From an optimization exercise on the open Yosys and OpenROAD flow, aimed at small area; shortcuts taken in it are not production practice.
At most, simulation tests tie the RTL to the original design; equivalence was not proved.
For runs 2 to 6, only the layout was checked, not whether the RTL still works.
Power is estimated from default activity; no workload was simulated.

--- flow/design.v ---
module bin_to_bcd (
    input  [5:0] bin,    
    output reg [3:0] bcd1,  
    output reg [3:0] bcd2   
);
    integer i;
    reg [7:0] temp;  
    always @(*) begin
        temp = {2'b00, bin};  
        bcd1 = 4'd0;
        bcd2 = 4'd0;
        for (i = 5; i >= 0; i = i - 1) begin
            if (bcd1 >= 5)
                bcd1 = bcd1 + 3;
            if (bcd2 >= 5)
                bcd2 = bcd2 + 3;
            {bcd2, bcd1, temp} = {bcd2, bcd1, temp} << 1;
        end
    end
endmodule
module Decoder (
    input wire [3:0] hex,
    output wire [6:0] seg
);
    assign seg[0] = ~((~hex[0] & ~hex[1] & hex[2]) | (hex[0] & ~hex[1] & ~hex[2] & ~hex[3]) | (hex[1] & hex[3]));
    assign seg[1] = (~hex[0] & ~hex[1]) | (hex[0] & hex[1] & ~hex[3]) | (~hex[2]);
    assign seg[2] = ~((~hex[0] & hex[1] & ~hex[2]) | (hex[1] & hex[3]));
    assign seg[3] = ~((~hex[0] & ~hex[1] & hex[2]) | (hex[0] & ~hex[1] & ~hex[2] & ~hex[3]) | (hex[0] & hex[1] & hex[2]));
    assign seg[4] = ~((hex[0]) | (~hex[1] & hex[2]));
    assign seg[5] = ~((hex[0] & hex[1]) | (hex[0] & ~hex[2] & ~hex[3]) | (hex[1] & ~hex[2]));
    assign seg[6] = ~((hex[0] & hex[1] & hex[2]) | (~hex[1] & ~hex[2] & ~hex[3]));
endmodule
module seg_multiplexer (
    input wire clk,
    input wire rst_n,
    input wire [5:0] second_counter,
    input wire [5:0] minute_counter,
    input wire [5:0] hour_counter,
    output wire blank,
    output reg  tick,
    output wire CA,
    output wire CB,
    output wire CC,
    output wire CD,
    output wire CE,
    output wire CF,
    output wire CG,
    output wire DP,
    output wire [7:0] AN
);
localparam [9:0] DWELL0         = 10'h0C5;
localparam [9:0] DWELL_END_MASK = 10'h1BF;
localparam [9:0] DWELL_END_VAL  = 10'h022;
localparam [9:0] DWELL_FLIP     = 10'h2AA;
reg [9:0] dwell_q;
wire [9:0] dwell = dwell_q ^ DWELL_FLIP;
reg [2:0] sel;       
reg [3:0] round;
reg [2:0] shown;     
reg [3:0] digit;     
wire dwell_end = (dwell & DWELL_END_MASK) == DWELL_END_VAL;
always @(posedge clk) begin
    if (!rst_n) begin
        dwell_q <= DWELL0 ^ DWELL_FLIP;
        sel   <= 3'd0;
        round <= 4'd0;
    end else if (dwell_end) begin
        dwell_q <= DWELL0 ^ DWELL_FLIP;
        sel   <= (sel == 3'd5) ? 3'd0 : sel + 1'b1;
        round <= (round == 4'd10) ? 4'd0 : round + 1'b1;
    end else begin
        dwell_q <= {dwell[8:0], ~(dwell[9] ^ dwell[2])} ^ DWELL_FLIP;
    end
end
always @(posedge clk) begin
    tick <= rst_n && dwell_end && (round == 4'd10) && (sel == 3'd2 || sel == 3'd5);
end
reg [5:0] field;
always @(*) begin
    case (sel[2:1])
        2'd0:    field = second_counter;
        2'd1:    field = minute_counter;
        default: field = hour_counter;
    endcase
end
wire [3:0] units, tens;
bin_to_bcd U1(
    .bin(field),
    .bcd1(units),
    .bcd2(tens)
);
always @(posedge clk) begin
    shown <= !rst_n ? 3'd7 : sel;
    digit <= !rst_n ? 4'hF : sel[0] ? tens : units;
end
assign blank = (shown == 3'd7);
wire [6:0] seg;
Decoder U4(
    .hex(digit),
    .seg(seg)
);
assign {CG, CF, CE, CD, CC, CB, CA} = ~seg;
assign DP = !(shown == 3'd4);
assign AN = {2'b11, ~(6'd1 << shown)};
endmodule
module debounce (
    input  wire clk,
    input  wire rst_n,
    input  wire btn,
    output reg  pressed
);
    localparam [14:0] COUNT0    = 15'h4015;
    localparam [14:0] DONE_MASK = 15'h1E3F;
    localparam [14:0] DONE_VAL  = 15'h1E3E;
    localparam [14:0] FLIP      = 15'h2AAA;
    reg btn_reg, btn_dly;
    reg [14:0] count_q;
    reg sat;
    wire [14:0] count = count_q ^ FLIP;
    wire done = (count & DONE_MASK) == DONE_VAL;
    always @(posedge clk) begin
        btn_reg <= btn;
        btn_dly <= btn_reg && rst_n;
        if (btn_dly)
            count_q <= {count[13:0], ~(count[14] ^ count[6])} ^ FLIP;
        else
            count_q <= COUNT0 ^ FLIP;
        sat     <= rst_n && btn_dly && (sat || done);
        pressed <= sat;
    end
endmodule
module Clock #(
    parameter CLK_FREQ = 32_768
) (
    input wire clk,
    input wire rst_n,
    input wire BTNU,  
    input wire BTND,  
    input wire BTNC,  
    output wire CA,
    output wire CB,
    output wire CC,
    output wire CD,
    output wire CE,
    output wire CF,
    output wire CG,
    output wire DP,
    output wire [7:0] AN
);
wire blank;      
wire btnu_pressed, btnd_pressed, btnc_pressed;
debounce DU (.clk(clk), .rst_n(rst_n), .btn(BTNU), .pressed(btnu_pressed));
debounce DD (.clk(clk), .rst_n(rst_n), .btn(BTND), .pressed(btnd_pressed));
debounce DC (.clk(clk), .rst_n(rst_n), .btn(BTNC), .pressed(btnc_pressed));
reg [1:0] increment_mode;
always @(posedge clk) begin
    if (blank) begin
        increment_mode <= 2'd0;
    end else begin
        if (btnc_pressed)
            increment_mode <= increment_mode + 1'b1;
        if (increment_mode[1])
            increment_mode <= 2'd0;
    end
end
reg [5:0] second_counter;
reg [5:0] minute_counter;
reg [5:0] hour_counter;
wire tick;
function [5:0] step;
    input [5:0] value;
    input       up;
    input       down;
    reg   [5:0] toggle;
    integer i;
    begin
        toggle[0] = up | down;
        for (i = 1; i < 6; i = i + 1)
            toggle[i] = toggle[i-1] & (up ? value[i-1] : ~value[i-1]);
        step = value ^ toggle;
    end
endfunction
wire mode_second = (increment_mode == 2'd0);
wire mode_minute = (increment_mode == 2'd1);
wire mode_hour   = (increment_mode == 2'd2);
wire down_only   = btnd_pressed && !btnu_pressed;
wire second_end  = (second_counter == 6'd59);
wire minute_end  = (minute_counter == 6'd59);
wire hour_end    = &{hour_counter[4], hour_counter[2:0]};
wire second_up   = tick || (btnu_pressed && mode_second);
wire second_down = !tick && down_only && mode_second;
wire minute_up   = second_end || (btnu_pressed && mode_minute);
wire minute_down = !second_end && down_only && mode_minute;
wire hour_up     = minute_end || (btnu_pressed && mode_hour);
wire hour_down   = !minute_end && down_only && mode_hour;
always @(posedge clk) begin
    second_counter <= (blank || second_end) ? 6'd0 : step(second_counter, second_up, second_down);
    minute_counter <= (blank || minute_end) ? 6'd0 : step(minute_counter, minute_up, minute_down);
    hour_counter   <= (blank || hour_end)   ? 6'd0 : step(hour_counter, hour_up, hour_down);
end
seg_multiplexer U10(
    .clk(clk),
    .rst_n(rst_n),
    .second_counter(second_counter),
    .minute_counter(minute_counter),
    .hour_counter(hour_counter),
    .blank(blank),
    .tick(tick),
    .CA(CA),
    .CB(CB),
    .CC(CC),
    .CD(CD),
    .CE(CE),
    .CF(CF),
    .CG(CG),
    .DP(DP),
    .AN(AN)
);
endmodule
--- flow/run.sh ---
#!/bin/bash
# synth_recipe.tcl (not shown) runs the flow's synth.tcl, then flattens the netlist and writes it again
# the make line also repeats each setting of config.mk as NAME=value (left out here)
make -C /OpenROAD-flow-scripts/flow DESIGN_CONFIG=/design/flow/config.mk WORK_HOME=/design/flow/orfs CLKGATE_MAP_FILE= SYNTH_SCRIPT=/design/flow/synth_recipe.tcl finish
--- flow/config.mk ---
export PLATFORM = sky130hd
export DESIGN_NAME = Clock
export DESIGN_NICKNAME = Clock
export VERILOG_FILES = /design/flow/design.v
export SDC_FILE = /design/flow/constraint.sdc
export NUM_CORES = 4
export LEC_CHECK = 0
export ABC_AREA = 1
export CAP_MARGIN = 20
export CORE_MARGIN = 2
export CORE_UTILIZATION = 40
export SLEW_MARGIN = 20
--- flow/constraint.sdc ---
create_clock -name core_clock -period 10.0 [get_ports {clk}]
set_input_delay 2.0000 -clock core_clock [delete_from_list [all_inputs] [get_ports {clk}]]
set_output_delay 2.0000 -clock core_clock [all_outputs]
set_load 0.01 [all_outputs]
==> metrics.md, run 1 <==
| Metric | Value |
|---|---|
| Row Count | 35 |
| Max Used Layer | met4 |
| Clock skew | between 0.01 and 0.015 ns |
| Worst vdd ir | between 0.1 and 0.15 mV |
| Worst reg2reg path depth | 11 |
| DR DRC count | 0 |
| Combinational share of power | 0.041 |
| Crit start category | flop |
| Post-synth cell types | 37 |
| CTS Sinks | between 100 and 150 |
| Num CTS Buffers | 9 |
| Layout cells sized above 1 | 0.0765 |
| Setup WS post-layout | roughly 6.3 ns |
| Ys Warns | 4 |
| Met3 Routed Length | around 250 um |
| CP required | roughly 8 ns |
| Final Hold Viols | 0 |
| Max_cap viols | 0 |
| Met1 Routed Length | about 3.4 mm |
| Psw | approximately 0.16 mW |
| CTS Hold Bufs | 0 |
| Average instance area after synthesis | approximately 8.1 um^2 |
| Vias in the first global route | 2,839 |
| Nets | between 500 and 600 |
| Clock Tree Root | clkbuf_8 |
| Final wirelength | 7.08 mm |
| EDFF count, synth | 0 |
| Pwr Density | around 170 mW/mm^2 |
| CP endpoint kind | output port |
| CTS tree | done |
| Postcts setup bufs | 0 |
| Sw frac | 0.225 |
| Worst r2r dst | U10.digit[1]$_SDFF_PN1_ |
| CP arrival | 1.75 ns |
| Endpoints failing setup | 0 |
| Cell Area, Synth | about 0.0038 mm^2 |
| Part of the power in the clock network | 0.373 |
| Leak | about 1.8 nW |
| Congestion Overflow GR | 0 |
| Antenna Cells | 0 |
| FFs w/ async S/R, synth | 0 |
| Seq/Total Area, Yosys | 0.536 |
| Hold path start | DU.sat$_DFF_P_ |
| Crit-path cells | nor3_1, o21ai_1, o21ai_0, clkdlybuf4s50_1 |
| Worst hold path type | flop to flop |
| R2R Path Start | U10.sel[2]$_SDFFE_PN0N_ |
| IO Pins | 21 |
| Met2 WL post-DR | around 3.3 mm |
| Core Region | about 0.009 mm^2 |
| H-tree depth | 3 |
| Worst Path Class, Setup | flop to output port |
| Die H | 102 um |
| Initial antenna violation count | 0 |
| Die Wd | slightly above 100 um |
| Syn-to-layout area delta | 13.6% |
| Yosys reg bits | a little over 100 |
| Period Utilization, post-route | 0.375 |
| Clk slew on worst S/H paths | approximately 0.090 ns |
| Slew Viols, Final | 0 |
| CP max stage cell | clkdlybuf4s50_1 |
| Vias/cell | around 4.7 |
| Pre-CTS WS | around 6 ns |
| Clk Latency, worst-skew pair | roughly 0.37 ns |
| Gpl congestion | 0.830 |
| R2R Setup Slk | between 7 and 8 ns |
| Largest registers | DC.count_q: 15 flops, DD.count_q: 15 flops, DU.count_q: 15 flops |
| First-pass GRT wire length | 12.2 mm |
| Cts repair resizes | 0 |
| Initial Utilization | 0.412 |
| Final ANT Viol Nets | 0 |
| RSZ-0062 raised after global routing | no |
| Total track usage | 0.150 |
| Drt wl/cell | 11.3 um |
| Port buffer count | 18 |
| Cell count after synthesis | 470 |
| Vias | ~2,900 |
| Hold Path Stages | 0 |
| Longest Clk Path Bufs | 2 |
| Main synth FF type | dfxtp_1 |
| Final Critical Period | 3.75 ns |
| # fillers | about 900 |
| FMAX | 0.267 GHz |
| DR iter-0 viols | between 90 and 100 |
| Outcome | finished clean |
| Sequential group share of total power | 0.586 |
| Die ar. | 0.0103 mm^2 |
| DR pass1 iterations | 5 |
| Internal | 0.563 mW |
| Crit path max fanout | 8 |
| Fin Setup TNS | 0 ns |
| Hpwl dp | 5.14 mm |
| Worst path max stage delay | about 0.56 ns |
| Largest net degree at the start of global routing | 18 |
| WHS Endpoint | DU.pressed$_DFF_P_ |
## area by class of cell
cell class	instances	area [um^2]	share of cell area
multi-input combinational	301	1500	0.348
clock inverter	5	61.3	0.0142
clock buffer	11	151	0.0350
sequential	102	2040	0.472
tap	129	161	0.0373
timing repair buffer	18	180	0.0417
inverter	60	225	0.0521
## synth_stat cells, drive strengths merged (2+ instances only)
library cell,n,area (um^2)
nand3,34,175
o21ai,25,133
nand2,106,428
nor3,9,45.0
nor2,57,229
dfxtp,102,2040
a31oi,4,25.0
ha,6,75.1
o22ai,3,18.8
o221ai,2,17.5
inv,60,225
clkbuf,5,18.8
a21oi,27,150
xnor2,4,35.0
nor3b,4,30.0
buf,3,22.5
nor4,3,18.8
o21bai,2,15.0
nand4,2,12.5
xor2,4,35.0
## layer usage
layer	vias to the layer above	global-route usage
met5	-	0
met4	0	0.0561
met3	10	0.0531
met2	50	0.244
met1	1335	0.182
li1	1547	-
## logic make-up (layout without fill, tap and decap cells)
kind of cell	Yosys count	after routing	synth area share
compound gates	68	68	0.104
xor+xnor	8	8	0.0184
fa+ha+maj	6	6	0.0197
buf+inv	68	94	0.0700
flops	102	102	0.536
other cells	1	2	0.000985
simple gates	217	217	0.250
## worst max path at each step
stage,endpoint,cells after the start,slack (ns),from
after global routing,CD,4,6.11,U10.digit[1]$_SDFF_PN1_
after floorplan,CA,4,7.05,U10.digit[1]$_SDFF_PN1_
after detailed placement,U10.round[0]$_SDFFE_PN0N_,5,6.01,rst_n
final,CD,4,6.25,U10.digit[1]$_SDFF_PN1_
after CTS,CD,4,6.24,U10.digit[1]$_SDFF_PN1_
after global placement,U10.round[0]$_SDFFE_PN0N_,5,6.12,rst_n
## worst max-delay path, delay by kind of cell, from the launching register on
family          cells  cell delay (ns)
buf+inv             1             0.56
compound gates      2             0.18
simple gates        1             0.27
flops               1             0.38
## power by group through the flow
stage | clock [mW] | combinational (mW) | sequential (mW)
after floorplan | 0 | 0.0198 | 0.432
after global placement | 0 | 0.0293 | 0.435
after detailed placement | 0 | 0.0300 | 0.435
after CTS | 0.280 | 0.0301 | 0.426
after global routing | 0.296 | 0.0334 | 0.428
final | 0.271 | 0.0297 | 0.426
## layout by cell type, fill, tap and decap left out, drive strengths merged, types with 3 or more instances in the layout
cell type,synthesis,routed
dfxtp,102,102
o21ai,25,25
nor2,57,57
xnor2,4,4
nor3b,4,4
o22ai,3,3
nor3,9,9
nor4,3,3
clkbuf,5,11
nand2,106,106
xor2,4,4
inv,60,63
ha,6,6
a31oi,4,4
nand3,34,34
clkdlybuf4s50,0,18
a21oi,27,27
## per-stage QoR
stage / cell area, um^2 / cells / hold slack (ns) / total power [mW] / utilization
CTS: 4330 / 626 / 0.372 / 0.736 / 0.468
floorplan: 3810 / 471 / 0.331 / 0.451 / -
global placement: 4110 / 610 / 0.348 / 0.464 / 0.445
detailed placement: 4110 / 610 / 0.351 / 0.465 / 0.445
finish: 4330 / 626 / 0.370 / 0.726 / 0.468
global route: 4330 / 626 / 0.385 / 0.757 / 0.468
==> inputs of run 2 (changes only) <==
--- a/flow/design.v
+++ b/flow/design.v
@@ -52,7 +52,5 @@
 localparam [9:0] DWELL_END_MASK = 10'h1BF;
 localparam [9:0] DWELL_END_VAL  = 10'h022;
-localparam [9:0] DWELL_FLIP     = 10'h2AA;
-reg [9:0] dwell_q;
-wire [9:0] dwell = dwell_q ^ DWELL_FLIP;
+reg [9:0] dwell;
 reg [2:0] sel;       
 reg [3:0] round;
@@ -62,13 +60,13 @@
 always @(posedge clk) begin
     if (!rst_n) begin
-        dwell_q <= DWELL0 ^ DWELL_FLIP;
+        dwell <= DWELL0;
         sel   <= 3'd0;
         round <= 4'd0;
     end else if (dwell_end) begin
-        dwell_q <= DWELL0 ^ DWELL_FLIP;
+        dwell <= DWELL0;
         sel   <= (sel == 3'd5) ? 3'd0 : sel + 1'b1;
         round <= (round == 4'd10) ? 4'd0 : round + 1'b1;
     end else begin
-        dwell_q <= {dwell[8:0], ~(dwell[9] ^ dwell[2])} ^ DWELL_FLIP;
+        dwell <= {dwell[8:0], ~(dwell[9] ^ dwell[2])};
     end
 end
@@ -113,9 +111,7 @@
     localparam [14:0] DONE_MASK = 15'h1E3F;
     localparam [14:0] DONE_VAL  = 15'h1E3E;
-    localparam [14:0] FLIP      = 15'h2AAA;
     reg btn_reg, btn_dly;
-    reg [14:0] count_q;
+    reg [14:0] count;
     reg sat;
-    wire [14:0] count = count_q ^ FLIP;
     wire done = (count & DONE_MASK) == DONE_VAL;
     always @(posedge clk) begin
@@ -123,7 +119,7 @@
         btn_dly <= btn_reg && rst_n;
         if (btn_dly)
-            count_q <= {count[13:0], ~(count[14] ^ count[6])} ^ FLIP;
+            count <= {count[13:0], ~(count[14] ^ count[6])};
         else
-            count_q <= COUNT0 ^ FLIP;
+            count <= COUNT0;
         sat     <= rst_n && btn_dly && (sat || done);
         pressed <= sat;
@@ -168,34 +164,38 @@
 reg [5:0] hour_counter;
 wire tick;
-function [5:0] step;
-    input [5:0] value;
-    input       up;
-    input       down;
-    reg   [5:0] toggle;
-    integer i;
-    begin
-        toggle[0] = up | down;
-        for (i = 1; i < 6; i = i + 1)
-            toggle[i] = toggle[i-1] & (up ? value[i-1] : ~value[i-1]);
-        step = value ^ toggle;
-    end
-endfunction
-wire mode_second = (increment_mode == 2'd0);
-wire mode_minute = (increment_mode == 2'd1);
-wire mode_hour   = (increment_mode == 2'd2);
-wire down_only   = btnd_pressed && !btnu_pressed;
-wire second_end  = (second_counter == 6'd59);
-wire minute_end  = (minute_counter == 6'd59);
-wire hour_end    = &{hour_counter[4], hour_counter[2:0]};
-wire second_up   = tick || (btnu_pressed && mode_second);
-wire second_down = !tick && down_only && mode_second;
-wire minute_up   = second_end || (btnu_pressed && mode_minute);
-wire minute_down = !second_end && down_only && mode_minute;
-wire hour_up     = minute_end || (btnu_pressed && mode_hour);
-wire hour_down   = !minute_end && down_only && mode_hour;
-always @(posedge clk) begin
-    second_counter <= (blank || second_end) ? 6'd0 : step(second_counter, second_up, second_down);
-    minute_counter <= (blank || minute_end) ? 6'd0 : step(minute_counter, minute_up, minute_down);
-    hour_counter   <= (blank || hour_end)   ? 6'd0 : step(hour_counter, hour_up, hour_down);
+always @(posedge clk) begin
+    if (blank) begin
+        second_counter <= 6'b0;
+        minute_counter <= 6'b0;
+        hour_counter <= 6'b0;
+    end else begin
+        if (btnu_pressed) begin
+            case (increment_mode)
+                2'd0: second_counter <= second_counter + 1'b1;
+                2'd1: minute_counter <= minute_counter + 1'b1;
+                2'd2: hour_counter <= hour_counter + 1'b1;
+                default: ;
+            endcase
+        end else if (btnd_pressed) begin
+            case (increment_mode)
+                2'd0: second_counter <= second_counter - 1'b1;
+                2'd1: minute_counter <= minute_counter - 1'b1;
+                2'd2: hour_counter <= hour_counter - 1'b1;
+                default: ;
+            endcase
+        end
+        if (tick)
+            second_counter <= second_counter + 1'b1;
+        if (second_counter == 6'd59) begin
+            second_counter <= 6'b0;
+            minute_counter <= minute_counter + 1'b1;
+        end
+        if (minute_counter == 6'd59) begin
+            minute_counter <= 6'b0;
+            hour_counter <= hour_counter + 1'b1;
+        end
+        if (hour_counter >= 6'd23)
+            hour_counter <= 6'b0;
+    end
 end
 seg_multiplexer U10(
--- a/flow/config.mk
+++ b/flow/config.mk
@@ -6,7 +6,7 @@
 export NUM_CORES = 4
 export LEC_CHECK = 0
-export ABC_AREA = 1
 export CAP_MARGIN = 20
 export CORE_MARGIN = 2
 export CORE_UTILIZATION = 40
+export CTS_CLUSTER_SIZE = 30
 export SLEW_MARGIN = 20
==> run 2 against run 1 <==
Effect of this change:
- register-to-register slack gained 0.18 ns
- count of clock-buffer cells in the layout did not move
- fmax fell by 0.47%
- cell area up 4.3%
- core utilization fell by 1.1 points
- worst setup slack got worse by 0.018 ns
- first-iteration DRC count grew 17%
- largest power group unchanged
==> metrics.md, run 2 <==
| Metric | Value |
|---|---|
| Outcome | finished clean |
| Layout Utilization | 0.457 (-0.0107) |
| Clock Tree Root | clkbuf_8 |
| Slew Viols, Final | 0 (unchanged) |
| Cell area after layout | 0.00451 mm^2 (+4.3%) |
| Final Hold Viols | 0 (unchanged) |
| First-pass GRT wire length | 12.1 mm (-0.51%) |
| Internal | 0.531 mW (-5.6%) |
| Crit-path cells | or3b_2, clkdlybuf4s50_1 |
| CTS Hold Bufs | 0 (unchanged) |
| Hold Slack | 0.354 ns (-0.0160 ns) |
| Most frequent cell after synthesis | dfxtp_1 |
| Port buffer count | 18 (unchanged) |
| Antenna Cells | 0 (unchanged) |
| Gpl congestion | 0.848 (+2.2%) |
| Final ANT Viol Nets | 0 (unchanged) |
| Final Critical Period | 3.77 ns (+0.0179 ns) |
| Yosys top cell by area | dfxtp_1 |
| Cts repair resizes | 0 (unchanged) |
| Cell Area, Synth | 0.00410 mm^2 (+7.7%) |
| Cell count after synthesis | 422 (-10%) |
| Worst path max stage delay | 0.49 ns (-0.07 ns) |
| Most frequent cells in the layout | 102 x dfxtp_1, 46 x and2_1, 33 x nand2_1, 31 x nor2_1, 21 x o21ai_0 |
| Nets | 448 (-11%) |
| H-tree depth | 3 (unchanged) |
| CTS Sinks | 102 (unchanged) |
| Endpoints failing setup | 0 (unchanged) |
| Seq/Total Area, Yosys | 0.498 (-0.0381) |
| Worst Path Class, Setup | flop to output port |
| CP max stage cell | clkdlybuf4s50_1 |
| Area of the multi-input gates | 0.00189 mm^2 (+25%) |
| # fillers | 952 (+4.8%) |
| Vias | 2,791 (-5.1%) |
| Die ar. | 0.0111 mm^2 (+7.3%) |
| Die Wd | 105 um (+3.6%) |
| DR iter-0 viols | 116 (+17%) |
| Congestion Overflow GR | 0 (unchanged) |
| RSZ-0062 raised after global routing | no |
| Initial antenna violation count | 0 (unchanged) |
| Period Utilization, post-route | 0.377 (+0.00179) |
| FMAX | 0.265 GHz (-0.47%) |
| Slew Limit Headroom | 0.404 |
| Pwr Density | 153 mW/mm^2 (-8.9%) |
| EDFF count, synth | 0 (unchanged) |
| Sw frac | 0.230 (+0.00555) |
| Psw | 0.159 mW (-2.6%) |
| CP arrival | 1.77 ns (+0.02 ns) |
| Part of the power in the clock network | 0.348 (-0.025) |
| Row Count | 36 (+2.9%) |
| Drt wl/cell | 12.0 um (+6.4%) |
| Die H | 105 um (+3.6%) |
| Slew of the pin with the lowest slew margin | around 0.89 ns |
| Max_cap viols | 0 (unchanged) |
| Placed Area | 0.00433 mm^2 (+5.4%) |
| Hpwl dp | 4.70 mm (-8.7%) |
| Register area | 0.00204 mm^2 (unchanged) |
| CTS tree | done |
| Worst hold path type | flop to flop |
| Clock skew | 0.0136 ns (-0.000146 ns) |
| Layout cells sized above 1 | 0.0686 (-0.00781) |
| Final wirelength | 6.86 mm (-3.1%) |
| Vias in the first global route | 2,640 (-7.0%) |
| Average instance area after synthesis | 9.72 um^2 (+20%) |
| Leak | 1.83 nW (+3.7%) |
| Ys Warns | 4 (unchanged) |
| Crit start category | flop |
| Initial Utilization | 0.416 (+0.00347) |
| Main synth FF type | dfxtp_1 |
| Top cell type's share of synthesized area | 0.498 (-0.0381) |
| Crit path max fanout | 8 (unchanged) |
| Vias/cell | 4.90 (+4.2%) |
| Fin Setup TNS | 0 ns (unchanged) |
| CP required | 8.00 ns (about the same) |
| DR DRC count | 0 (unchanged) |
| Combinational share of power | 0.036 (-0.005) |
| Syn-to-layout area delta | 10.0% |
| Worst vdd ir | 0.114 mV (-9.2%) |
| DR pass1 iterations | 4 (-1) |
| Post-synth cell types | 63 (+70%) |
| Longest Clk Path Bufs | 2 (unchanged) |
| Yosys reg bits | 102 (unchanged) |
| IO Pins | 21 (unchanged) |
| Cell Count, Final, Fillers Out | 570 (-8.9%) |
| Most common cell after layout, fill and taps aside | dfxtp_1 |
| Total track usage | 0.134 (-0.0160) |
| CP endpoint kind | output port |
| Cells after DPL | 555 (-9.0%) |
| Largest net degree at the start of global routing | 32 (+14) |
| Postcts setup bufs | 0 (unchanged) |
| Num CTS Buffers | 9 (unchanged) |
| FFs w/ async S/R, synth | 0 (unchanged) |
| Clk slew on worst S/H paths | 0.10 ns (about the same) |
| Top cells by count, synth | 102 x dfxtp_1, 46 x and2_1, 33 x nand2_1 |
| Core Region | 0.00986 mm^2 (+6.8%) |
| Largest registers | DC.count: 15 flops, DD.count: 15 flops, DU.count: 15 flops |
| Top cells by area, synth | dfxtp_1 50%, and2_1 7.0%, xnor2_1 3.8%, ha_1 3.1%, nand2_1 3.0% |
| Sequential group share of total power | 0.616 (+0.030) |
| Clk Latency, worst-skew pair | 0.37 ns (about the same) |
[run 2: layout make-up]
type	count	area share
Multi-Input combinational cell	286	0.418
Inverter	16	0.0133
Clock buffer	11	0.0313
Clock inverter	4	0.00804
Sequential cell	102	0.453
Timing Repair Buffer	18	0.0399
Tap cell	133	0.0369
[run 2: logic make-up after synthesis]
family / after synthesis / synth area share
xor+xnor: 24 / 0.0513
other cells: 1 / 0.000915
buf+inv: 35 / 0.0430
flops: 102 / 0.498
fa+ha+maj: 10 / 0.0305
simple gates: 177 / 0.247
compound gates: 66 / 0.107
mux: 7 / 0.0217
[run 2: power by group through the flow]
stage          Sequential [mW]  Combinational (mW)  Clock, mW
2_1_floorplan            0.431              0.0177          0
3_3_place_gp             0.435              0.0245          0
3_5_place_dp             0.435              0.0251          0
4_1_cts                  0.426              0.0252      0.252
5_1_grt                  0.427              0.0278      0.266
6_report                 0.425              0.0248      0.240
[run 2: path summary, 6_finish.rpt]
check | end | startpoint | cells after the start | slack [ns]
worst max-delay path | AN[1] | U10.shown[0]$_SDFF_PN1_ | 2 | 6.23
worst min-delay path | DC.pressed$_DFF_P_ | DC.sat$_DFF_P_ | 0 | 0.35
worst min register to register | DC.pressed$_DFF_P_ | DC.sat$_DFF_P_ | 0 | 0.35
worst max register to register | U10.digit[1]$_SDFF_PN1_ | U10.sel[1]$_SDFFE_PN0N_ | 7 | 8.02
[run 2: metal layers]
layer / GRT usage / part of all wire
met1: 0.178 / 0.51
met2: 0.207 / 0.44
met3: 0.0365 / 0.033
met4: 0.0505 / 0.015
met5: 0 / 0
[run 2: through the flow]
step / setup WS [ns] / power (mW)
final: 6.23 / 0.690
after global routing: 6.11 / 0.721
after global placement: 6.50 / 0.459
after detailed placement: 6.48 / 0.460
after CTS: 6.20 / 0.703
after floorplan: 6.94 / 0.449
[run 2: critical path: cells and delay by family, from the launching register on]
family / cells / cell delay, ns
buf+inv: 1 / 0.49
simple gates: 1 / 0.47
flops: 1 / 0.46
==> inputs of run 3 (changes only) <==
--- a/flow/config.mk
+++ b/flow/config.mk
@@ -9,4 +9,5 @@
 export CORE_MARGIN = 2
 export CORE_UTILIZATION = 40
-export CTS_CLUSTER_SIZE = 30
+export CTS_CLUSTER_DIAMETER = 150
+export CTS_CLUSTER_SIZE = 50
 export SLEW_MARGIN = 20
==> run 3 against run 2 <==
Effect of this change:
- flip-flop and latch count unchanged
- sequential share of layout area unchanged
- combinational power about the same
- worst setup slack unchanged
- final cell count unchanged
- cell area unchanged
- global-route usage unchanged
- routed wire length unchanged
- clock skew unchanged
- non-clock buffer count unchanged
- sequential power about the same
- via count unchanged
- critical path type unchanged
- largest cell class unchanged
- highest routed layer unchanged
==> metrics.md, run 3 <==
| Metric | Value |
|---|---|
| Hpwl dp | 4.70 mm (unchanged) |
| Layout cells sized above 1 | 0.0686 (unchanged) |
| Die H | 105 um (unchanged) |
| Final Critical Period | 3.77 ns (unchanged) |
| Worst Path Class, Setup | flop to output port |
| Average instance area after synthesis | 9.72 um^2 (unchanged) |
| Yosys top cell by area | dfxtp_1 |
| DR iter-0 viols | 116 (unchanged) |
| H-tree depth | 3 (unchanged) |
| IO Pins | 21 (unchanged) |
| Initial antenna violation count | 0 (unchanged) |
| Hold Slack | 0.354 ns (unchanged) |
| Main synth FF type | dfxtp_1 |
| Cts repair resizes | 0 (unchanged) |
| Period Utilization, post-route | 0.377 (unchanged) |
| Clock Tree Root | clkbuf_8 |
| Nets | 448 (unchanged) |
| CP arrival | 1.77 ns (about the same) |
| Top cells by count, synth | 102 x dfxtp_1, 46 x and2_1, 33 x nand2_1 |
| Slew of the pin with the lowest slew margin | 0.891 ns (unchanged) |
| Syn-to-layout area delta | 10.0% (unchanged) |
| Slew Limit Headroom | 0.404 (unchanged) |
| Placed Area | 0.00433 mm^2 (unchanged) |
| Leak | 1.83 nW (unchanged) |
| Initial Utilization | 0.416 (unchanged) |
| Num CTS Buffers | 9 (unchanged) |
| Worst r2r dst | U10.digit[1]$_SDFF_PN1_ |
| Ys Warns | 4 (unchanged) |
| Die Wd | 105 um (unchanged) |
| Cell area after layout | 0.00451 mm^2 (unchanged) |
| R2R Path Start | U10.sel[1]$_SDFFE_PN0N_ |
| Outcome | finished clean |
| Pwr Density | 153 mW/mm^2 (unchanged) |
| # fillers | 952 (unchanged) |
| Power, Total | 0.690 mW (unchanged) |
| Die ar. | 0.0111 mm^2 (unchanged) |
| Gpl congestion | 0.848 (unchanged) |
| Slew Viols, Final | 0 (unchanged) |
| Port buffer count | 18 (unchanged) |
| Row Count | 36 (unchanged) |
| Final ANT Viol Nets | 0 (unchanged) |
| Hold path start | DC.sat$_DFF_P_ |
| Largest net degree at the start of global routing | 32 (unchanged) |
| Vias in the first global route | 2,640 (unchanged) |
| Largest registers | DC.count: 15 flops, DD.count: 15 flops, DU.count: 15 flops |
| Final wirelength | 6.86 mm (unchanged) |
| DR pass1 iterations | 4 (unchanged) |
| CTS Hold Bufs | 0 (unchanged) |
| CP endpoint | AN[1] |
| Endpoints failing setup | 0 (unchanged) |
| Crit-path cells | or3b_2, clkdlybuf4s50_1 |
| CP endpoint kind | output port |
| Vias/cell | 4.90 (unchanged) |
| Yosys reg bits | 102 (unchanged) |
| CP max stage cell | clkdlybuf4s50_1 |
| Longest Clk Path Bufs | 2 (unchanged) |
| Post-synth cell types | 63 (unchanged) |
| Area of the multi-input gates | 0.00189 mm^2 (unchanged) |
| Most frequent cell after synthesis | dfxtp_1 |
| Critical path startpoint | U10.shown[0]$_SDFF_PN1_ |
| Layout Utilization | 0.457 (unchanged) |
| Vias | 2,791 (unchanged) |
| Congestion Overflow GR | 0 (unchanged) |
| Seq/Total Area, Yosys | 0.498 (unchanged) |
| R2R Setup Slk | 8.02 ns (about the same) |
| Fin Setup TNS | 0 ns (unchanged) |
| Final Hold Viols | 0 (unchanged) |
| Top cells by area, synth | dfxtp_1 50%, and2_1 7.0%, xnor2_1 3.8%, ha_1 3.1%, nand2_1 3.0% |
| Clock skew | 0.0136 ns (unchanged) |
| Worst reg2reg path depth | 7 (unchanged) |
| DR DRC count | 0 (unchanged) |
| RSZ-0062 raised after global routing | no |
| Drt wl/cell | 12.0 um (unchanged) |
| First-pass GRT wire length | 12.1 mm (unchanged) |
| Antenna Cells | 0 (unchanged) |
| Clk slew on worst S/H paths | 0.10 ns (about the same) |
| Core Region | 0.00986 mm^2 (unchanged) |
| Top cell type's share of synthesized area | 0.498 (unchanged) |
| Worst vdd ir | 0.114 mV (unchanged) |
| Worst path max stage delay | 0.49 ns (about the same) |
| Crit path max fanout | 8 (unchanged) |
| FMAX | 0.265 GHz (unchanged) |
| Cell Area, Synth | 0.00410 mm^2 (unchanged) |
| CP required | 8.00 ns (about the same) |
| Crit start category | flop |
| Max_cap viols | 0 (unchanged) |
| Most frequent cells in the layout | 102 x dfxtp_1, 46 x and2_1, 33 x nand2_1, 31 x nor2_1, 21 x o21ai_0 |
| Clk Latency, worst-skew pair | 0.37 ns (about the same) |
| Postcts setup bufs | 0 (unchanged) |
| CTS Sinks | 102 (unchanged) |
| FFs w/ async S/R, synth | 0 (unchanged) |
| EDFF count, synth | 0 (unchanged) |
| Worst hold path type | flop to flop |
| CTS tree | done |
| Cell count after synthesis | 422 (unchanged) |
| Total track usage | 0.134 (unchanged) |
| Most common cell after layout, fill and taps aside | dfxtp_1 |
| Register area | 0.00204 mm^2 (unchanged) |
## run 3: cell counts after synthesis
Identical to the previous run, type by type.
## run 3: logic make-up after synthesis
group,Yosys count,share of synthesized area
simple gates,177,0.247
flops,102,0.498
mux,7,0.0217
xor+xnor,24,0.0513
buf+inv,35,0.0430
fa+ha+maj,10,0.0305
compound gates,66,0.107
other cells,1,0.000915
## run 3: routing by layer
layer	GRT usage	vias up	wire, um
met5	0	-	0
met4	0.0505	0	105
met3	0.0365	10	225
met2	0.207	34	3050
met1	0.178	1302	3480
li1	-	1445	-
## run 3: final cells by class
class / count / area share
Multi-Input combinational cell: 286 / 0.418
Clock buffer: 11 / 0.0313
Clock inverter: 4 / 0.00804
Tap cell: 133 / 0.0369
Timing Repair Buffer: 18 / 0.0399
Inverter: 16 / 0.0133
Sequential cell: 102 / 0.453
## run 3: power by group
part	total (mW)	internal, mW	switching [mW]
clock	0.240	0.0997	0.140
combinational	0.0248	0.0147	0.0101
sequential	0.425	0.417	0.00862
## run 3: how the worst min path moves through the flow
stage	end	slack, ns	cells past startpoint
2_1_floorplan	DC.pressed$_DFF_P_	0.33	0
3_3_place_gp	DC.pressed$_DFF_P_	0.34	0
3_5_place_dp	DC.pressed$_DFF_P_	0.35	0
4_1_cts	DC.pressed$_DFF_P_	0.36	0
5_1_grt	DC.pressed$_DFF_P_	0.36	0
6_report	DC.pressed$_DFF_P_	0.35	0
## run 3: through the flow
step	setup slack, ns	std cells
2_1_floorplan	6.94	423
3_3_place_gp	6.50	555
3_5_place_dp	6.48	555
4_1_cts	6.20	570
5_1_grt	6.11	570
6_report	6.23	570
## run 3: critical path: cells and delay by family (launching register included)
family | cells | cell delay (ns)
buf+inv | 1 | 0.49
simple gates | 1 | 0.47
flops | 1 | 0.46
==> inputs of run 4 (changes only) <==
--- a/flow/design.v
+++ b/flow/design.v
@@ -21,13 +21,27 @@
 module Decoder (
     input wire [3:0] hex,
-    output wire [6:0] seg
-);
-    assign seg[0] = ~((~hex[0] & ~hex[1] & hex[2]) | (hex[0] & ~hex[1] & ~hex[2] & ~hex[3]) | (hex[1] & hex[3]));
-    assign seg[1] = (~hex[0] & ~hex[1]) | (hex[0] & hex[1] & ~hex[3]) | (~hex[2]);
-    assign seg[2] = ~((~hex[0] & hex[1] & ~hex[2]) | (hex[1] & hex[3]));
-    assign seg[3] = ~((~hex[0] & ~hex[1] & hex[2]) | (hex[0] & ~hex[1] & ~hex[2] & ~hex[3]) | (hex[0] & hex[1] & hex[2]));
-    assign seg[4] = ~((hex[0]) | (~hex[1] & hex[2]));
-    assign seg[5] = ~((hex[0] & hex[1]) | (hex[0] & ~hex[2] & ~hex[3]) | (hex[1] & ~hex[2]));
-    assign seg[6] = ~((hex[0] & hex[1] & hex[2]) | (~hex[1] & ~hex[2] & ~hex[3]));
+    output reg [6:0] seg
+);
+    always @(*) begin
+        case (hex)
+            4'h0: seg = 7'b0111111;
+            4'h1: seg = 7'b0000110;
+            4'h2: seg = 7'b1011011;
+            4'h3: seg = 7'b1001111;
+            4'h4: seg = 7'b1100110;
+            4'h5: seg = 7'b1101101;
+            4'h6: seg = 7'b1111101;
+            4'h7: seg = 7'b0000111;
+            4'h8: seg = 7'b1111111;
+            4'h9: seg = 7'b1101111;
+            4'hA: seg = 7'b1011010;
+            4'hB: seg = 7'b1001010;
+            4'hC: seg = 7'b1100110;
+            4'hD: seg = 7'b1101101;
+            4'hE: seg = 7'b1111000;
+            4'hF: seg = 7'b0000000;
+            default: seg = 7'b0000000;
+        endcase
+    end
 endmodule
 module seg_multiplexer (
--- a/flow/config.mk
+++ b/flow/config.mk
@@ -9,5 +9,3 @@
 export CORE_MARGIN = 2
 export CORE_UTILIZATION = 40
-export CTS_CLUSTER_DIAMETER = 150
-export CTS_CLUSTER_SIZE = 50
 export SLEW_MARGIN = 20
==> run 4 against run 3 <==
Effect of this change:
- global-route usage grew 0.89 points
- fmax shrank 17%
- critical path type is now input port to flop
- still clean
- synthesized cell count rose by 7.6%
- worst setup slack got worse by 0.76 ns
- core utilization down 0.94 points
- non-clock buffer count unchanged
- register-to-register slack got worse by 1.5 ns
- routed wire length up 11%
- count of clock-buffer cells in the layout is 1 lower
- final cell count rose by 6.7%
==> metrics.md, run 4 <==
| Metric | Value |
|---|---|
| H-tree depth | 3 (unchanged) |
| FFs w/ async S/R, synth | 0 (unchanged) |
| Cell count after synthesis | 454 (+7.6%) |
| Slew Viols, Final | 0 (unchanged) |
| Area of the multi-input gates | 0.00206 mm^2 (+9.1%) |
| Worst Path Class, Setup | input port to flop |
| Nets | 485 (+8.3%) |
| Cells after DPL | 592 (+6.7%) |
| Outcome | finished clean |
| Post-synth cell types | 60 (-4.8%) |
| Yosys top cell by area | dfxtp_1 |
| EDFF count, synth | 0 (unchanged) |
| Worst reg2reg path depth | 12 (+5) |
| Longest Clk Path Bufs | 2 (unchanged) |
| Clk Latency, worst-skew pair | 0.37 ns (about the same) |
| Postcts setup bufs | 0 (unchanged) |
| Congestion Overflow GR | 0 (unchanged) |
| RSZ-0062 raised after global routing | no |
| Worst vdd ir | 0.116 mV (+1.4%) |
| Pwr Density | 153 mW/mm^2 (about the same) |
| CTS Sinks | 105 (+2.9%) |
| Sw frac | 0.231 (about the same) |
| Hpwl dp | 5.27 mm (+12%) |
| Endpoints failing setup | 0 (unchanged) |
| Final Hold Viols | 0 (unchanged) |
| Average instance area after synthesis | 9.59 um^2 (-1.3%) |
| Die ar. | 0.0117 mm^2 (+6.0%) |
| Yosys reg bits | 105 (+2.9%) |
| Clock Tree Root | clkbuf_8 |
| Largest registers | DC.count: 15 flops, DD.count: 15 flops, DU.count: 15 flops |
| Register area | 0.00210 mm^2 (+2.9%) |
| Clock skew | 0.0111 ns (-0.00250 ns) |
| Top cells by count, synth | 105 x dfxtp_1, 46 x and2_1, 34 x nand2_1 |
| Cell Area, Synth | 0.00436 mm^2 (+6.2%) |
| FMAX | 0.221 GHz (-17%) |
| Layout cells sized above 1 | 0.0769 (+0.00827) |
| Clk slew on worst S/H paths | 0.10 ns (about the same) |
| Leak | 1.96 nW (+6.9%) |
| CP endpoint kind | flop |
| DR DRC count | 0 (unchanged) |
| Vias | 3,025 (+8.4%) |
| Initial antenna violation count | 0 (unchanged) |
| Crit start category | input port |
| Hold Slack | 0.362 ns (+0.00860 ns) |
| Gpl congestion | 0.790 (-6.9%) |
| Max_cap viols | 0 (unchanged) |
| Num CTS Buffers | 9 (unchanged) |
| Total track usage | 0.143 (+0.00892) |
| Antenna Cells | 0 (unchanged) |
| Die H | 108 um (+3.0%) |
| Hold Path Stages | 0 (unchanged) |
| Internal | 0.566 mW (+6.6%) |
| Psw | 0.170 mW (+6.7%) |
| Slew of the pin with the lowest slew margin | 0.906 ns (+0.0146 ns) |
| # fillers | 1,048 (+10%) |
| Cts repair resizes | 0 (unchanged) |
| CTS tree | done |
| Initial Utilization | 0.405 (-0.0103) |
| Top cells by area, synth | dfxtp_1 48%, and2_1 6.6%, ha_1 4.9%, nand2_1 2.9%, inv_1 2.2% |
| Largest net degree at the start of global routing | 28 (-13%) |
| Die Wd | 108 um (+3.0%) |
| First-pass GRT wire length | 13.3 mm (+9.9%) |
| Most frequent cell after synthesis | dfxtp_1 |
| Cell Count, Final, Fillers Out | 608 (+6.7%) |
| Row Count | 38 (+5.6%) |
| Seq/Total Area, Yosys | 0.483 (-0.0154) |
| Slew Limit Headroom | 0.394 (-0.00976) |
| Syn-to-layout area delta | 10.5% |
| Worst hold path type | flop to flop |
| Fin Setup TNS | 0 ns (unchanged) |
| Vias/cell | 4.98 (+1.6%) |
| Pre-CTS WS | 5.03 ns (-1.45 ns) |
| DR pass1 iterations | 4 (unchanged) |
| CP required | 10.25 ns (+2.25 ns) |
| DR iter-0 viols | 134 (+16%) |
| Top cell type's share of synthesized area | 0.483 (-0.0154) |
| Final Critical Period | 4.53 ns (+0.763 ns) |
| Final wirelength | 7.61 mm (+11%) |
| Part of the power in the clock network | 0.366 (+0.018) |
| Most common cell after layout, fill and taps aside | dfxtp_1 |
| Combinational share of power | 0.040 (+0.004) |
| Placed Area | 0.00461 mm^2 (+6.4%) |
| Period Utilization, post-route | 0.453 (+0.0763) |
| Vias in the first global route | 2,884 (+9.2%) |
| Setup WS post-layout | 5.47 ns (-0.763 ns) |
| IO Pins | 21 (unchanged) |
| Cell area after layout | 0.00481 mm^2 (+6.7%) |
| Sequential group share of total power | 0.595 (-0.021) |
| CP arrival | 4.78 ns (+3.01 ns) |
| Final ANT Viol Nets | 0 (unchanged) |
| Core Region | 0.0107 mm^2 (+8.9%) |
| CTS Hold Bufs | 0 (unchanged) |
| Main synth FF type | dfxtp_1 |
| Most frequent cells in the layout | 105 x dfxtp_1, 46 x and2_1, 34 x nand2_1, 26 x inv_1, 24 x nor2_1 |
| Port buffer count | 18 (unchanged) |
| Drt wl/cell | 12.5 um (+4.0%) |
| Crit path max fanout | 27 (+19) |
| Ys Warns | 5 (+1) |
## run 4: per-stage QoR
| stage | total power, mW | utilization |
|---|---|---|
| CTS | 0.749 | 0.448 |
| floorplan | 0.464 | - |
| global route | 0.769 | 0.448 |
| finish | 0.736 | 0.448 |
| global placement | 0.476 | 0.429 |
| detailed placement | 0.477 | 0.429 |
## run 4: worst max-delay path: stages
cell             delay (ns)
clkdlybuf4s50_1        1.06
inv_1                  0.45
or2_2                  0.44
ha_1                   0.24
nor2b_1                0.13
a31oi_1                0.16
o311ai_0               0.14
o2bb2ai_1              0.16
## run 4: kinds of logic (layout without fill, tap and decap cells)
kind of cell / Yosys count / in the layout / synth area share
compound gates: 77 / 77 / 0.127
xor+xnor: 18 / 18 / 0.0379
fa+ha+maj: 17 / 17 / 0.0488
buf+inv: 47 / 60 / 0.0460
flops: 105 / 105 / 0.483
mux: 12 / 12 / 0.0296
other cells: 1 / 2 / 0.000861
simple gates: 177 / 177 / 0.227
## run 4: cell type report
cell class	instances	area share
Clock inverter	6	0.0153
Multi-Input combinational cell	303	0.427
Inverter	26	0.0203
Timing Repair Buffer	18	0.0374
Sequential cell	105	0.437
Tap cell	140	0.0364
Clock buffer	10	0.0265
## run 4: per-layer routing
metal | vias up | track usage | wire length (um)
met5 | - | 0 | 0
met4 | 0 | 0.0540 | 79
met1 | 1402 | 0.180 | 3660
met2 | 49 | 0.233 | 3540
li1 | 1569 | - | -
met3 | 5 | 0.0386 | 327
## run 4: final timing paths
| kind | endpoint | slack (ns) | start |
|---|---|---|---|
| max reg2reg | U10.seg[0]$_DFF_P_ | 6.54 | U10.sel[1]$_SDFFE_PN0N_ |
| max | U10.seg[0]$_DFF_P_ | 5.47 | rst_n |
| min | DU.pressed$_DFF_P_ | 0.36 | DU.sat$_DFF_P_ |
| min reg2reg | DU.pressed$_DFF_P_ | 0.36 | DU.sat$_DFF_P_ |
## run 4: power groups by stage
stage | Sequential (mW) | Clock (mW) | Combinational, mW
after floorplan | 0.444 | 0 | 0.0201
after global placement | 0.447 | 0 | 0.0288
after detailed placement | 0.447 | 0 | 0.0295
after CTS | 0.438 | 0.281 | 0.0296
after global routing | 0.440 | 0.296 | 0.0326
final | 0.438 | 0.269 | 0.0291
==> inputs of run 5 (changes only) <==
--- a/flow/config.mk
+++ b/flow/config.mk
@@ -9,3 +9,4 @@
 export CORE_MARGIN = 2
 export CORE_UTILIZATION = 40
+export CTS_BUF_LIST = sky130_fd_sc_hd__clkbuf_8
 export SLEW_MARGIN = 20
==> run 5 against run 4 <==
Effect of this change:
- clock power about the same
- critical endpoint unchanged
- cell area unchanged
- worst setup slack lost 0.0023 ns
- routed wire length up 0.12%
==> metrics.md, run 5 <==
| Metric | Value |
|---|---|
| Slew Viols, Final | 0 (unchanged) |
| Leak | 1.96 nW (+0.21%) |
| Vias/cell | 4.97 (-0.13%) |
| Placed Area | 0.00461 mm^2 (unchanged) |
| Hold Slack | 0.362 ns (+0.000195 ns) |
| Antenna Cells | 0 (unchanged) |
| Most common cell after layout, fill and taps aside | dfxtp_1 |
| Main synth FF type | dfxtp_1 |
| Cts repair resizes | 0 (unchanged) |
| Yosys reg bits | 105 (unchanged) |
| Outcome | finished clean |
| Top cell type's share of synthesized area | 0.483 (unchanged) |
| Internal | 0.565 mW (-0.18%) |
| Setup WS post-layout | 5.47 ns (-0.00229 ns) |
| Sw frac | 0.232 (+0.00101) |
| Area of the multi-input gates | 0.00206 mm^2 (unchanged) |
| Syn-to-layout area delta | 10.5% (unchanged) |
| DR iter-0 viols | 134 (unchanged) |
| Layout cells sized above 1 | 0.0769 (unchanged) |
| Final wirelength | 7.62 mm (+0.12%) |
| Cell Count, Final, Fillers Out | 608 (unchanged) |
| Part of the power in the clock network | 0.365 (about the same) |
| Nets | 485 (unchanged) |
| Top cells by area, synth | dfxtp_1 48%, and2_1 6.6%, ha_1 4.9%, nand2_1 2.9%, inv_1 2.2% |
| Die ar. | 0.0117 mm^2 (unchanged) |
| Power, Total | 0.735 mW (about the same) |
| Clk Latency, worst-skew pair | 0.37 ns (about the same) |
| Cell Area, Synth | 0.00436 mm^2 (unchanged) |
| Final Hold Viols | 0 (unchanged) |
| Clock Tree Root | clkbuf_8 |
| Worst Path Class, Setup | input port to flop |
| Period Utilization, post-route | 0.453 (about the same) |
| Pre-CTS WS | 5.03 ns (unchanged) |
| FFs w/ async S/R, synth | 0 (unchanged) |
| Postcts setup bufs | 0 (unchanged) |
| RSZ-0062 raised after global routing | no |
| Endpoints failing setup | 0 (unchanged) |
| Slew Limit Headroom | 0.392 (-0.00242) |
| H-tree depth | 3 (unchanged) |
| Clk slew on worst S/H paths | 0.10 ns (about the same) |
| Crit start category | input port |
| Largest registers | DC.count: 15 flops, DD.count: 15 flops, DU.count: 15 flops |
| Post-synth cell types | 60 (unchanged) |
| Most frequent cells in the layout | 105 x dfxtp_1, 46 x and2_1, 34 x nand2_1, 27 x inv_1, 24 x nor2_1 |
| Vias | 3,021 (-0.13%) |
| Vias in the first global route | 2,884 (unchanged) |
| Worst vdd ir | 0.115 mV (-0.61%) |
| Largest net degree at the start of global routing | 28 (unchanged) |
| Worst hold path type | flop to flop |
| Top cells by count, synth | 105 x dfxtp_1, 46 x and2_1, 34 x nand2_1 |
| Cell count after synthesis | 454 (unchanged) |
| CP required | 10.26 ns (about the same) |
| Average instance area after synthesis | 9.59 um^2 (unchanged) |
| Fin Setup TNS | 0 ns (unchanged) |
| CTS Hold Bufs | 0 (unchanged) |
| CTS Sinks | 105 (unchanged) |
| IO Pins | 21 (unchanged) |
| Row Count | 38 (unchanged) |
| Die H | 108 um (unchanged) |
| Longest Clk Path Bufs | 2 (unchanged) |
| First-pass GRT wire length | 13.3 mm (unchanged) |
| Yosys top cell by area | dfxtp_1 |
| Initial Utilization | 0.405 (unchanged) |
| Hpwl dp | 5.27 mm (unchanged) |
| Combinational share of power | 0.040 (about the same) |
| Max_cap viols | 0 (unchanged) |
| CP arrival | 4.79 ns (about the same) |
| FMAX | 0.221 GHz (about the same) |
| Psw | 0.170 mW (+0.39%) |
| Crit path max fanout | 27 (unchanged) |
| # fillers | 1,048 (unchanged) |
| DR pass1 iterations | 4 (unchanged) |
| Cells after DPL | 592 (unchanged) |
| Die Wd | 108 um (unchanged) |
| Final ANT Viol Nets | 0 (unchanged) |
| Initial antenna violation count | 0 (unchanged) |
| DR DRC count | 0 (unchanged) |
| Clock skew | 0.0117 ns (+0.000610 ns) |
| Gpl congestion | 0.790 (unchanged) |
| Ys Warns | 5 (unchanged) |
| Total track usage | 0.143 (unchanged) |
| Seq/Total Area, Yosys | 0.483 (unchanged) |
| Cell area after layout | 0.00481 mm^2 (unchanged) |
| EDFF count, synth | 0 (unchanged) |
| Core Region | 0.0107 mm^2 (unchanged) |
| Pwr Density | 153 mW/mm^2 (about the same) |
| Drt wl/cell | 12.5 um (+0.12%) |
| Layout Utilization | 0.448 (unchanged) |
| CTS tree | done |
| CP endpoint kind | flop |
| Congestion Overflow GR | 0 (unchanged) |
| Num CTS Buffers | 9 (unchanged) |
| Final Critical Period | 4.53 ns (+0.00229 ns) |
| Register area | 0.00210 mm^2 (unchanged) |
| Sequential group share of total power | 0.595 (about the same) |
| Port buffer count | 18 (unchanged) |
| Most frequent cell after synthesis | dfxtp_1 |
| Slew of the pin with the lowest slew margin | 0.909 ns (+0.00362 ns) |
-- run 5: cells by family (layout without fill, tap and decap cells) --
kind of cell	after synthesis	count (layout)	share of synthesized area
and+or+nand+nor	177	177	0.227
other	1	2	0.000861
adders and majority gates	17	17	0.0488
DFF	105	105	0.483
buffers and inverters	47	60	0.0460
AOI/OAI and AO/OA	77	77	0.127
muxes	12	12	0.0296
xor gates and xnor gates	18	18	0.0379
-- run 5: worst paths after layout --
check	from	end	slack (ns)	depth (start not counted)
max reg2reg	U10.sel[1]$_SDFFE_PN0N_	U10.seg[0]$_DFF_P_	6.54	12
max	rst_n	U10.seg[0]$_DFF_P_	5.47	8
min reg2reg	DD.sat$_DFF_P_	DD.pressed$_DFF_P_	0.36	0
min	DD.sat$_DFF_P_	DD.pressed$_DFF_P_	0.36	0
-- run 5: routing by layer --
layer	part of all wire	routed length (um)	global-route usage
met1	0.48	3690	0.180
met2	0.46	3530	0.233
met3	0.041	315	0.0386
met4	0.012	88	0.0540
met5	0	0	0
-- run 5: worst max-delay path, cell delays in order --
cell and delay (ns):
clkdlybuf4s50_1 1.07, inv_1 0.45, or2_2 0.44, ha_1 0.24, nor2b_1 0.13, a31oi_1 0.16, o311ai_0 0.14, o2bb2ai_1 0.16
-- run 5: cell type report --
| cell class | instances | share of cell area |
|---|---|---|
| sequential | 105 | 0.437 |
| multi-input combinational | 303 | 0.427 |
| timing repair buffer | 18 | 0.0374 |
| tap | 140 | 0.0364 |
| clock buffer | 9 | 0.0257 |
| inverter | 26 | 0.0203 |
| clock inverter | 7 | 0.0161 |
-- run 5: power by group through the flow --
stage	combinational (mW)	clock, mW	sequential [mW]
after global placement	0.0288	0	0.447
final	0.0292	0.269	0.438
after detailed placement	0.0295	0	0.447
after floorplan	0.0201	0	0.444
after global routing	0.0326	0.295	0.440
after CTS	0.0296	0.280	0.438
==> inputs of run 6 (changes only) <==
--- a/flow/design.v
+++ b/flow/design.v
@@ -48,9 +48,9 @@
     input wire clk,
     input wire rst_n,
+    input wire blank,
     input wire [5:0] second_counter,
     input wire [5:0] minute_counter,
     input wire [5:0] hour_counter,
-    output wire blank,
-    output reg  tick,
+    output wire tick,
     output wire CA,
     output wire CB,
@@ -67,28 +67,21 @@
 localparam [9:0] DWELL_END_VAL  = 10'h022;
 reg [9:0] dwell;
-reg [2:0] sel;       
+reg [2:0] state;
 reg [3:0] round;
-reg [2:0] shown;     
-reg [3:0] digit;     
+reg [3:0] digit;
 wire dwell_end = (dwell & DWELL_END_MASK) == DWELL_END_VAL;
-always @(posedge clk) begin
-    if (!rst_n) begin
-        dwell <= DWELL0;
-        sel   <= 3'd0;
-        round <= 4'd0;
-    end else if (dwell_end) begin
-        dwell <= DWELL0;
-        sel   <= (sel == 3'd5) ? 3'd0 : sel + 1'b1;
-        round <= (round == 4'd10) ? 4'd0 : round + 1'b1;
-    end else begin
-        dwell <= {dwell[8:0], ~(dwell[9] ^ dwell[2])};
-    end
-end
-always @(posedge clk) begin
-    tick <= rst_n && dwell_end && (round == 4'd10) && (sel == 3'd2 || sel == 3'd5);
-end
+reg [2:0] state_next;
+always @(*) begin
+    if (blank)
+        state_next = 3'd0;
+    else if (dwell_end)
+        state_next = (state == 3'd5) ? 3'd0 : state + 1'b1;
+    else
+        state_next = state;
+end
+assign tick = dwell_end && (round == 4'd10) && (state == 3'd2 || state == 3'd5);
 reg [5:0] field;
 always @(*) begin
-    case (sel[2:1])
+    case (state_next[2:1])
         2'd0:    field = second_counter;
         2'd1:    field = minute_counter;
@@ -103,8 +96,16 @@
 );
 always @(posedge clk) begin
-    shown <= !rst_n ? 3'd7 : sel;
-    digit <= !rst_n ? 4'hF : sel[0] ? tens : units;
-end
-assign blank = (shown == 3'd7);
+    state <= state_next;
+    digit <= !rst_n ? 4'hF : state_next[0] ? tens : units;
+    if (blank) begin
+        dwell <= DWELL0;
+        round <= 4'd0;
+    end else if (dwell_end) begin
+        dwell <= DWELL0;
+        round <= (round == 4'd10) ? 4'd0 : round + 1'b1;
+    end else begin
+        dwell <= {dwell[8:0], ~(dwell[9] ^ dwell[2])};
+    end
+end
 wire [6:0] seg;
 Decoder U4(
@@ -113,6 +114,6 @@
 );
 assign {CG, CF, CE, CD, CC, CB, CA} = ~seg;
-assign DP = !(shown == 3'd4);
-assign AN = {2'b11, ~(6'd1 << shown)};
+assign DP = !(!blank && state == 3'd4);
+assign AN = blank ? 8'hFF : ~(8'd1 << state);
 endmodule
 module debounce (
@@ -158,5 +159,8 @@
     output wire [7:0] AN
 );
-wire blank;      
+reg blank;
+always @(posedge clk) begin
+    blank <= !rst_n;
+end
 wire btnu_pressed, btnd_pressed, btnc_pressed;
 debounce DU (.clk(clk), .rst_n(rst_n), .btn(BTNU), .pressed(btnu_pressed));
@@ -216,8 +220,8 @@
     .clk(clk),
     .rst_n(rst_n),
+    .blank(blank),
     .second_counter(second_counter),
     .minute_counter(minute_counter),
     .hour_counter(hour_counter),
-    .blank(blank),
     .tick(tick),
     .CA(CA),
--- a/flow/config.mk
+++ b/flow/config.mk
@@ -9,4 +9,3 @@
 export CORE_MARGIN = 2
 export CORE_UTILIZATION = 40
-export CTS_BUF_LIST = sky130_fd_sc_hd__clkbuf_8
 export SLEW_MARGIN = 20
==> run 6 against run 5 <==
Effect of this change:
- clock skew down 0.0025 ns
- global-route usage grew 0.77 points
- synthesized cell count shrank 0.66%
- count of clock-buffer cells in the layout is 1 higher
- total power is 2.9% lower
- cell area is 1.5% higher
- flip-flop and latch count fell by 3
- combinational power increased by 2%
- final cell count rose by 0.49%
- hold slack got worse by 0.0028 ns
- routed wire length grew 6.9%
- critical endpoint is now U10.seg[1]$_DFF_P_
- largest cell class is now multi-input gates
==> metrics.md, run 6 <==
| Metric | Value |
|---|---|
| Outcome | finished clean |
| Drt wl/cell | 13.3 um (+6.4%) |
| Area of the multi-input gates | 0.00215 mm^2 (+4.5%) |
| Crit path max fanout | 10 (-63%) |
| First-pass GRT wire length | 14.0 mm (+5.6%) |
| Slew of the pin with the lowest slew margin | 0.798 ns (-0.112 ns) |
| Die Wd | 109 um (+0.40%) |
| Initial Utilization | 0.407 (+0.00158) |
| Pwr Density | 146 mW/mm^2 (-4.4%) |
| Sequential group share of total power | 0.596 (about the same) |
| Psw | 0.176 mW (+3.2%) |
| Slew Viols, Final | 0 (unchanged) |
| Worst path max stage delay | 0.48 ns (-0.59 ns) |
| Cts repair resizes | 0 (unchanged) |
| Setup WS post-layout | 5.84 ns (+0.371 ns) |
| Top cell type's share of synthesized area | 0.465 (-0.0177) |
| Vias | 3,046 (+0.83%) |
| Period Utilization, post-route | 0.416 (-0.0371) |
| Post-synth cell types | 69 (+15%) |
| CTS Hold Bufs | 0 (unchanged) |
| Crit-path cells | or3b_1, and4_4, nor3_4, mux2_2, a21oi_1, ha_1, inv_1, ha_1, or3_1, a31oi_1, inv_1, ha_1, mux2_2, nand2_1 |
| FMAX | 0.240 GHz (+8.9%) |
| DR iter-0 viols | 93 (-31%) |
| Endpoints failing setup | 0 (unchanged) |
| CP arrival | 4.48 ns (-0.31 ns) |
| Fin Setup TNS | 0 ns (unchanged) |
| Worst Path Class, Setup | flop to flop |
| Vias in the first global route | 2,954 (+2.4%) |
| Family with the most delay on the worst path | simple AND/OR/NAND/NOR gates |
| Congestion Overflow GR | 0 (unchanged) |
| Internal | 0.538 mW (-4.8%) |
| Port buffer count | 20 (+2) |
| Yosys reg bits | 102 (-2.9%) |
| Register area | 0.00204 mm^2 (-2.9%) |
| Final wirelength | 8.14 mm (+6.9%) |
| Sw frac | 0.246 (+0.0147) |
| Clk Latency, worst-skew pair | 0.37 ns (about the same) |
| Initial antenna violation count | 0 (unchanged) |
| Critical path startpoint | U10.state[0]$_DFF_P_ |
| CP max stage cell | dfxtp_1 |
| FFs w/ async S/R, synth | 0 (unchanged) |
| Clk slew on worst S/H paths | 0.10 ns (about the same) |
| Vias/cell | 4.99 (+0.33%) |
| Clock Tree Root | clkbuf_8 |
| Largest net degree at the start of global routing | 28 (unchanged) |
| CP endpoint kind | flop |
| Pre-CTS WS | 5.79 ns (+0.754 ns) |
| Crit start category | flop |
| Combinational share of power | 0.042 (+0.002) |
| Longest Clk Path Bufs | 2 (unchanged) |
| Cells after DPL | 595 (+0.51%) |
| DR DRC count | 0 (unchanged) |
| Die H | 109 um (+0.40%) |
| IO Pins | 21 (unchanged) |
| Gpl congestion | 0.847 (+7.2%) |
| Final Hold Viols | 0 (unchanged) |
| Most frequent cells in the layout | 102 x dfxtp_1, 39 x and2_1, 33 x nor2_1, 29 x inv_1, 22 x nand2_1 |
| Hold Slack | 0.360 ns (-0.00276 ns) |
| DR pass1 iterations | 4 (unchanged) |
| CTS Sinks | 102 (-2.9%) |
| Most frequent cell after synthesis | dfxtp_1 |
| # fillers | 1,023 (-2.4%) |
| Max_cap viols | 0 (unchanged) |
| Top cells by area, synth | dfxtp_1 46%, ha_1 6.0%, and2_1 5.6%, nor2_1 2.8%, xnor2_1 2.8% |
| Worst vdd ir | 0.125 mV (+8.2%) |
| RSZ-0062 raised after global routing | no |
| Syn-to-layout area delta | 11.2% |
| Leak | 1.98 nW (+1.1%) |
| Hpwl dp | 5.82 mm (+10%) |
| Yosys top cell by area | dfxtp_1 |
| Worst hold path type | flop to flop |
| Final Critical Period | 4.16 ns (-0.371 ns) |
| Die ar. | 0.0118 mm^2 (+0.80%) |
| Average instance area after synthesis | 9.74 um^2 (+1.5%) |
| Cell Area, Synth | 0.00439 mm^2 (+0.83%) |
| Total track usage | 0.150 (+0.00768) |
| Slew Limit Headroom | 0.463 (+0.0707) |
| Part of the power in the clock network | 0.363 (-0.002) |
| EDFF count, synth | 0 (unchanged) |
| Most common cell after layout, fill and taps aside | dfxtp_1 |
| Ys Warns | 5 (unchanged) |
| CP required | 10.32 ns (+0.06 ns) |
| Final ANT Viol Nets | 0 (unchanged) |
| Power, Total | 0.714 mW (-2.9%) |
| R2R Path Start | U10.state[0]$_DFF_P_ |
| Seq/Total Area, Yosys | 0.465 (-0.0177) |
| Antenna Cells | 0 (unchanged) |
| Worst path buffer plus inverter count | 2 (unchanged) |
| Postcts setup bufs | 0 (unchanged) |
| Largest registers | DC.count: 15 flops, DD.count: 15 flops, DU.count: 15 flops |
| Layout cells sized above 1 | 0.0934 (+0.0165) |
| CTS tree | done |
| Hold path start | DU.sat$_DFF_P_ |
| Row Count | 38 (unchanged) |
| Nets | 492 (+1.4%) |
| Cell count after synthesis | 451 (-0.66%) |
| Main synth FF type | dfxtp_1 |
| Num CTS Buffers | 9 (unchanged) |
| CP dominant cell by count | ha_1 |
| Core Region | 0.0108 mm^2 (+0.44%) |
| H-tree depth | 3 (unchanged) |
| Top cells by count, synth | 102 x dfxtp_1, 39 x and2_1, 33 x nor2_1 |
| Cell Count, Final, Fillers Out | 611 (+0.49%) |
| Clock skew | 0.00920 ns (-0.00246 ns) |
## run 6: changes by cell type in the layout (fill, tap and decap cells not counted), moves of 4 or more
cell     change
and2_1       -7
nand2_1     -12
o21ai_0      -4
ha_1         +4
nor2b_1      +7
xnor2_1      +5
nor2_1       +9
## run 6: cell type report
cell class,count,area share
Clock buffer,10,0.0282
Clock inverter,6,0.0123
Inverter,30,0.0231
Multi-Input combinational cell,302,0.440
Sequential cell,102,0.418
Tap cell,140,0.0359
Timing Repair Buffer,21,0.0425
## run 6: through the flow
stage               utilization  cell area (um^2)
finish                    0.453              4880
floorplan                     -              4390
global placement          0.434              4690
CTS                       0.453              4880
detailed placement        0.434              4690
global route              0.453              4880
## run 6: worst paths after layout
kind / to / slack (ns) / cells after the start
setup / recovery: U10.seg[1]$_DFF_P_ / 5.84 / 14
hold / removal: DU.pressed$_DFF_P_ / 0.36 / 0
setup reg to reg: U10.seg[1]$_DFF_P_ / 5.84 / 14
hold reg to reg: DU.pressed$_DFF_P_ / 0.36 / 0
## run 6: kinds of logic (layout without fill, tap and decap cells)
logic type / Yosys count / after routing / share of synthesized area
buffers and inverters: 47 / 67 / 0.0456
multiplexers: 11 / 11 / 0.0268
AND/OR/NAND/NOR: 175 / 175 / 0.232
flip-flops: 102 / 102 / 0.465
AO/OA/AOI/OAI: 75 / 75 / 0.131
XOR/XNOR: 20 / 20 / 0.0399
adder cells (fa/ha/maj): 21 / 21 / 0.0598
## run 6: routing by layer
metal,up-vias,share of wire,GRT usage
met1,1433,0.49,0.192
met5,-,0,0
met3,6,0.034,0.0484
met4,0,0.0068,0.0430
met2,28,0.47,0.244
li1,1579,-,-
## run 6: power groups by stage
| stage | logic [mW] | clock network (mW) | registers, mW |
|---|---|---|---|
| 2_1_floorplan | 0.0208 | 0 | 0.432 |
| 3_3_place_gp | 0.0293 | 0 | 0.435 |
| 3_5_place_dp | 0.0297 | 0 | 0.435 |
| 4_1_cts | 0.0299 | 0.269 | 0.426 |
| 5_1_grt | 0.0331 | 0.285 | 0.427 |
| 6_report | 0.0297 | 0.259 | 0.425 |

static timing again, ports no longer ideal:
In the flow no input, the clock included, has a driving cell. The finished layouts below were timed again as built, in two steps.
Step 1, drivers: a clkbuf_16 drives clk and a buf_2 each remaining input, both assumed.
Step 2, shift: input delay + t, output delay - t, t = (earliest + latest rising clock arrival at the registers) / 2. This alone moves slack from input paths to output paths.
Three values: no drivers, after step 1, after step 2; two values: the first two.
| run | shift t [ns] | slack for setup (ns) | hold slack, ns | latest minus earliest clock arrival (ns) | pins driven straight from the clock port |
|---|---|---|---|---|---|
| run 1 | 0.389 | 6.251 / 6.221 / 6.067 | 0.370 / 0.370 / 0.370 | 0.013 / 0.013 | 1 |
| run 2 | 0.391 | 6.233 / 6.201 / 6.502 | 0.354 / 0.354 / 0.354 | 0.013 / 0.014 | 1 |
| run 3 | 0.391 | 6.233 / 6.201 / 6.502 | 0.354 / 0.354 / 0.354 | 0.013 / 0.014 | 1 |
| run 4 | 0.394 | 5.470 / 5.482 / 5.088 | 0.362 / 0.362 / 0.362 | 0.011 / 0.012 | 1 |
| run 5 | 0.398 | 5.468 / 5.479 / 5.081 | 0.362 / 0.362 / 0.362 | 0.012 / 0.012 | 1 |
| run 6 | 0.402 | 5.839 / 5.839 / 5.774 | 0.360 / 0.360 / 0.360 | 0.010 / 0.010 | 1 |
After both steps setup and hold are still met in every run listed. For run 5, which loses most, drivers alone change the setup slack by +0.011 ns; drivers and shift together by -0.387 ns.
